From an optimization exercise on the open Yosys and OpenROAD flow, aimed at small area; shortcuts taken in it are not production practice.
At most, simulation tests tie the RTL to the original design; equivalence was not proved.

==> inputs of fjord <==
==> flow/design.v <==
module serial
    ( input  clk
    , input  reset
    , input  enable
    , input  can_send
    , input [7:0] data_in
    , input  in_stb
    , output wire [7:0] data_out
    , output wire  out_stb
    );
  reg [15:0] x;       
  reg [15:0] y;       
  reg [15:0] a;       
  reg        nl;      
  reg        cmd_up;  
  reg        cmd_dn;  
  reg [4:0]  st;
  wire in_mode   = (st[4:3] == 2'b00);
  wire mul_mode  = (st[4:3] == 2'b01);
  wire send_mode = (st[4:3] == 2'b10);
  wire newline = ~data_in[5];
  wire digit   = data_in[4] & ~data_in[6];
  wire apply   = in_stb & in_mode & digit;
  wire [3:0] n = data_in[3:0];
  wire send = send_mode & ~nl & can_send;
  genvar i;
  wire [3:0]  nx = (apply & ~cmd_up & ~cmd_dn) ? n : 4'd0;
  wire [16:0] xc;
  wire [15:0] xs;
  assign xc[0] = 1'b0;
  generate for (i = 0; i < 16; i = i + 1) begin : xadd
    if (i < 4) begin : f
      assign xs[i]   = x[i] ^ nx[i] ^ xc[i];
      assign xc[i+1] = (x[i] & nx[i]) | (xc[i] & (x[i] ^ nx[i]));
    end else begin : h
      assign xs[i]   = x[i] ^ xc[i];
      assign xc[i+1] = x[i] & xc[i];
    end
  end endgenerate
  wire [15:0] x_add = xs | {16{xc[16]}};
  wire        sub = apply & cmd_up;
  wire [3:0]  ny = (apply & (cmd_up | cmd_dn)) ? n : 4'd0;
  wire [15:0] yi = y ^ {16{sub}};
  wire [16:0] yc;
  wire [15:0] ys;
  assign yc[0] = 1'b0;
  generate for (i = 0; i < 16; i = i + 1) begin : yadd
    if (i < 4) begin : f
      assign ys[i]   = yi[i] ^ ny[i] ^ yc[i];
      assign yc[i+1] = (yi[i] & ny[i]) | (yc[i] & (yi[i] ^ ny[i]));
    end else begin : h
      assign ys[i]   = yi[i] ^ yc[i];
      assign yc[i+1] = yi[i] & yc[i];
    end
  end endgenerate
  wire [15:0] y_next = (ys | {16{yc[16]}}) ^ {16{sub}};
  wire [15:0] p0 = y & {16{x[0]}};
  wire [15:0] p1 = y & {16{x[1]}};
  wire [16:0] cs_s, cs_c;
  generate for (i = 0; i < 17; i = i + 1) begin : csa
    wire o1 = (i < 16) ? a[i]  : 1'b0;
    wire o2 = (i < 16) ? p0[i] : 1'b0;
    wire o3 = (i > 0) ? p1[i-1] : 1'b0;
    assign cs_s[i] = o1 ^ o2 ^ o3;
    assign cs_c[i] = (o1 & o2) | (o3 & (o1 ^ o2));
  end endgenerate
  wire [17:0] sum;
  wire [17:0] rc;
  assign sum[0] = cs_s[0];
  assign rc[1]  = 1'b0;
  generate for (i = 1; i < 17; i = i + 1) begin : rca
    assign sum[i]  = cs_s[i] ^ cs_c[i-1] ^ rc[i];
    assign rc[i+1] = (cs_s[i] & cs_c[i-1]) | (rc[i] & (cs_s[i] ^ cs_c[i-1]));
  end endgenerate
  assign sum[17] = cs_c[16] ^ rc[17];
  wire inc = (in_mode & in_stb & newline & nl) | mul_mode | send;
  always @(posedge clk or posedge reset) begin
    if (reset) begin
      x  <= 16'd0;
      y  <= 16'd0;
      a  <= 16'd0;
      nl <= 1'b1;
      st <= 5'b00111;
    end else begin
      x <= mul_mode ? {sum[1:0], x[15:2]} : send ? {x[11:0], 4'd0} : x_add;
      y <= y_next;
      if (mul_mode) a <= sum[17:2];
      else if (send) a <= {a[11:0], x[15:12]};
      if (in_stb) nl <= newline & in_mode;
      if (inc) st <= st + 5'd1;
    end
  end
  always @(posedge clk) begin
    if (in_stb & data_in[6]) begin
      cmd_up <= data_in[4];
      cmd_dn <= data_in[1];
    end
  end
  wire [3:0] nib = a[15:12];
  wire letter = nib[3] & (nib[2] | nib[1]);
  assign data_out = letter ? {4'h6, 1'b0, nib[2:0] - 3'd1} : {4'h3, nib};
  assign out_stb  = send;
endmodule
==> flow/flow/run.sh <==
#!/bin/bash
# Own layout flow: the standard synthesis (standard.sh synth), then an
# area-oriented ABC remap of its combinational logic (registers keep their
# names and cell types), then the standard layout steps from floorplan to
# finish, with buf_1 cells as the port buffers. Each tool's output goes to a
# log file of its own in this folder.
set -euo pipefail
here=$(pwd)
res=$here/orfs/results/$FLOW_PLATFORM/serial/base
lib=$FLOW_HOME/platforms/$FLOW_PLATFORM/lib/sky130_fd_sc_hd__tt_025C_1v80.lib
yosys_bin=/OpenROAD-flow-scripts/tools/install/yosys/bin/yosys
[[ -x $yosys_bin ]] || yosys_bin=yosys

bash standard.sh synth > synth_standard.log 2>&1
cp "$res/1_2_yosys.v" "$here/synth_standard.v"

sed -e "s#@LIB@#$lib#g" -e "s#@IN@#$here/synth_standard.v#" \
    -e "s#@ABC@#$here/flow/remap.abc#" -e "s#@STAT@#$here/remap_stat.txt#" \
    -e "s#@OUT@#$here/remap_all.v#" flow/remap.ys > remap_run.ys
"$yosys_bin" -s remap_run.ys > remap.log 2>&1
# keep only the top module (the others are the liberty cells read for their functions)
awk '/^module serial\(/,/^endmodule/' remap_all.v > remap.v
grep -q '^module serial(' remap.v
if grep -q '^ *assign ' remap.v; then echo "remap left an assign" >&2; exit 1; fi

cp remap.v "$res/1_2_yosys.v"
rm -f "$res/1_synth.odb" "$res/1_synth.sdc"
export BUFFER_PORTS_ARGS="-buffer_cell sky130_fd_sc_hd__buf_1"
export CTS_ARGS="-sink_clustering_enable -repair_clock_nets -dont_use_dummy_load"
bash standard.sh > layout.log 2>&1
test -f out/final.def
==> flow/flow/remap.abc <==
strash
dch -f
amap
==> flow/flow/remap.ys <==
# Area-oriented remap of the standard synthesis netlist's combinational logic.
# Flip-flops, full and half adders and tie cells stay as they are (same
# instance names and cell types); the other cells are flattened into their
# liberty functions and mapped again by ABC with remap.abc.
read_liberty -ignore_miss_func @LIB@
read_verilog @IN@
hierarchy -top serial
setattr -mod -set keep_hierarchy 1 sky130_fd_sc_hd__df* sky130_fd_sc_hd__edf* sky130_fd_sc_hd__fa_* sky130_fd_sc_hd__ha_* sky130_fd_sc_hd__conb_1
flatten
opt_clean
abc -liberty @LIB@ -script @ABC@ -dont_use sky130_fd_sc_hd__probe_p_8 -dont_use sky130_fd_sc_hd__probec_p_8 -dont_use sky130_fd_sc_hd__lpflow*
opt_clean -purge
hilomap -singleton -hicell sky130_fd_sc_hd__conb_1 HI -locell sky130_fd_sc_hd__conb_1 LO
splitnets
opt_clean -purge
insbuf -buf sky130_fd_sc_hd__buf_1 A X
opt_clean -purge
tee -o @STAT@ stat -liberty @LIB@
write_verilog -noattr -nohex -nodec @OUT@
==> flow/standard.sh <==
#!/bin/bash
# synth_recipe.tcl (not shown) runs the flow's synth.tcl, then flattens the netlist and writes it again
# the make line also repeats each setting of config.mk as NAME=value (left out here)
make -C /OpenROAD-flow-scripts/flow DESIGN_CONFIG=/design/flow/config.mk WORK_HOME=/design/flow/orfs CLKGATE_MAP_FILE= SYNTH_SCRIPT=/design/flow/synth_recipe.tcl "${@:-finish}"
==> flow/config.mk <==
export PLATFORM = sky130hd
export DESIGN_NAME = serial
export DESIGN_NICKNAME = serial
export VERILOG_FILES = /design/flow/design.v
export SDC_FILE = /design/flow/constraint.sdc
export NUM_CORES = 4
export LEC_CHECK = 0
export CAP_MARGIN = 0
export CORE_MARGIN = 2
export CORE_UTILIZATION = 40
export SLEW_MARGIN = 0
==> flow/constraint.sdc <==
create_clock -name core_clock -period 10.0 [get_ports {clk}]
set_input_delay 2.0000 -clock core_clock [delete_from_list [all_inputs] [get_ports {clk}]]
set_output_delay 2.0000 -clock core_clock [all_outputs]
set_load 0.01 [all_outputs]
==> willow: changes against fjord <==
==> flow/design.v, changed modules only <==
module serial
    ( input  clk
    , input  reset
    , input  enable
    , input  can_send
    , input [7:0] data_in
    , input  in_stb
    , output wire [7:0] data_out
    , output wire  out_stb
    );
  reg [15:0] x;       
  reg [15:0] y;       
  reg [15:0] a;       
  reg        nl;      
  reg        cmd_up;  
  reg        cmd_dn;  
  reg [4:0]  st;
  wire in_mode   = (st[4:3] == 2'b00);
  wire mul_mode  = (st[4:3] == 2'b01);
  wire send_mode = (st[4:3] == 2'b10);
  wire newline = ~data_in[5];
  wire digit   = data_in[4] & ~data_in[6];
  wire apply   = in_stb & in_mode & digit;
  wire [3:0] n = data_in[3:0];
  wire send = send_mode & ~nl & can_send;
  wire [3:0]  nx = (apply & ~cmd_up & ~cmd_dn) ? n : 4'd0;
  wire [16:0] xs = {1'b0, x} + {13'd0, nx};
  wire [15:0] x_add = xs[15:0] | {16{xs[16]}};
  wire        y_app = apply & (cmd_up | cmd_dn);
  wire [3:0]  ny = y_app ? n : 4'd0;
  wire [16:0] ys = cmd_up ? ({1'b0, y} - {13'd0, ny}) : ({1'b0, y} + {13'd0, ny});
  wire [15:0] y_next = cmd_up ? (ys[16] ? 16'd0 : ys[15:0])
                              : (ys[15:0] | {16{ys[16]}});
  wire [17:0] pp0 = x[0] ? {2'b00, y} : 18'd0;
  wire [17:0] pp1 = x[1] ? {1'b0, y, 1'b0} : 18'd0;
  wire [17:0] sum = {2'b00, a} + pp0 + pp1;
  wire inc = (in_mode & in_stb & newline & nl) | mul_mode | send;
  always @(posedge clk or posedge reset) begin
    if (reset) begin
      x  <= 16'd0;
      y  <= 16'd0;
      a  <= 16'd0;
      nl <= 1'b1;
      st <= 5'b00111;
    end else begin
      x <= mul_mode ? {sum[1:0], x[15:2]} : x_add;
      y <= y_next;
      if (mul_mode) a <= sum[17:2];
      if (in_stb) nl <= newline & in_mode;
      if (inc) st <= st + 5'd1;
    end
  end
  always @(posedge clk) begin
    if (in_stb & data_in[6]) begin
      cmd_up <= data_in[4];
      cmd_dn <= data_in[1];
    end
  end
  reg [3:0] nib;
  always @(*) begin
    case (st[2:0])
      3'd0: nib = a[15:12];
      3'd1: nib = a[11:8];
      3'd2: nib = a[7:4];
      3'd3: nib = a[3:0];
      3'd4: nib = x[15:12];
      3'd5: nib = x[11:8];
      3'd6: nib = x[7:4];
      default: nib = x[3:0];
    endcase
  end
  assign data_out = (nib <= 4'd9) ? {4'h3, nib} : {4'h6, nib - 4'd9};
  assign out_stb  = send;
endmodule
==> flow/run.sh (new file) <==
#!/bin/bash
# synth_recipe.tcl (not shown) runs the flow's synth.tcl, then flattens the netlist and writes it again
# the make line also repeats each setting of config.mk as NAME=value (left out here)
make -C /OpenROAD-flow-scripts/flow DESIGN_CONFIG=/design/flow/config.mk WORK_HOME=/design/flow/orfs CLKGATE_MAP_FILE= SYNTH_SCRIPT=/design/flow/synth_recipe.tcl finish
Settings changed: CAP_MARGIN 0 to 20, SLEW_MARGIN 0 to 20.
removed: flow/flow/run.sh
removed: flow/flow/remap.abc
removed: flow/flow/remap.ys
removed: flow/standard.sh
==> ember: changes against fjord <==
--- a/flow/design.v
+++ b/flow/design.v
@@ -84,6 +84,5 @@
     end else begin
-      x <= mul_mode ? {sum[1:0], x[15:2]} : send ? {x[11:0], 4'd0} : x_add;
+      x <= mul_mode ? {sum[1:0], x[15:2]} : x_add;
       y <= y_next;
       if (mul_mode) a <= sum[17:2];
-      else if (send) a <= {a[11:0], x[15:12]};
       if (in_stb) nl <= newline & in_mode;
@@ -98,3 +97,15 @@
   end
-  wire [3:0] nib = a[15:12];
+  reg [3:0] nib;
+  always @(*) begin
+    case (st[2:0])
+      3'd0: nib = a[15:12];
+      3'd1: nib = a[11:8];
+      3'd2: nib = a[7:4];
+      3'd3: nib = a[3:0];
+      3'd4: nib = x[15:12];
+      3'd5: nib = x[11:8];
+      3'd6: nib = x[7:4];
+      default: nib = x[3:0];
+    endcase
+  end
   wire letter = nib[3] & (nib[2] | nib[1]);
==> flow/run.sh (new file) <==
#!/bin/bash
# synth_recipe.tcl (not shown) runs the flow's synth.tcl, then flattens the netlist and writes it again
# the make line also repeats each setting of config.mk as NAME=value (left out here)
make -C /OpenROAD-flow-scripts/flow DESIGN_CONFIG=/design/flow/config.mk WORK_HOME=/design/flow/orfs CLKGATE_MAP_FILE= SYNTH_SCRIPT=/design/flow/synth_recipe.tcl finish
Settings changed: CAP_MARGIN 0 to 20, SLEW_MARGIN 0 to 20.
removed: flow/flow/run.sh
removed: flow/flow/remap.abc
removed: flow/flow/remap.ys
removed: flow/standard.sh
==> results.json <==
{
  "status": "no timing/DRC/antenna violations",
  "first_pass_iters": 6,
  "path_depth": 14,
  "fin_crit_sh": 0.604,
  "post-place-ws_ns": 3.66,
  "start_util": 0.410,
  "regToRegSetupSlack_ns": 5.60,
  "start_kind": "primary input"
}
# the run above: willow

==> results.json <==
{
  "crit_start": "x[0]$_DFF_PP0_",
  "regToRegSetupSlack_ns": 2.77,
  "post_cts_buffers": 0,
  "path_depth": 25,
  "fin_crit_sh": 0.723,
  "start_util": 0.405,
  "fill_cells": 1019,
  "setup_viol": 0,
  "max_freq_mhz": 138,
  "post-place-ws_ns": 2.40,
  "critPathKind": "reg2reg",
  "status": "no timing/DRC/antenna violations",
  "post_dp_cell_area_sq_um": 4370
}
# the run above: ember

==> results.json <==
{
  "start_kind": "primary input",
  "regToRegSetupSlack_ns": 2.09,
  "start_util": 0.408,
  "post-place-ws_ns": 1.32,
  "status": "no timing/DRC/antenna violations",
  "path_depth": 25,
  "wire_per_inst_microns": 14.5,
  "drtIter0Drc": 129
}
# the run above: fjord

No functional check of the RTL was part of willow.

[what the ideal ports hide]
Ports are ideal in the flow. The routed layouts listed here were re-timed in OpenROAD. Step 1 sets driving cells, clkbuf_16 on the clock port and buf_2 on the other inputs (assumed; they add their load-dependent delay and slew). Step 2 times the ports against the registers' clock, not the clock port: input delays grow and output delays shrink by t, the midpoint of the rising clock arrivals with the driver on. a / b / c = ideal ports / drivers / drivers and shift; a / b = the first two.
run | shift t [ns] | slack for setup (ns) | worst setup path after step 2 | worst register clock-pin slew, ns
fjord | 0.333 | 1.807 / 1.814 / 1.481 | input to register | 0.11 / 0.11
willow | 0.335 | 3.962 / 3.963 / 3.629 | input to register | 0.08 / 0.08
ember | 0.336 | 2.765 / 2.765 / 2.476 | input to register | 0.11 / 0.11
After both steps every run listed still meets setup and hold. The setup slack of willow, which loses most, moves by +0.001 ns with the drivers and by -0.333 ns with both steps.
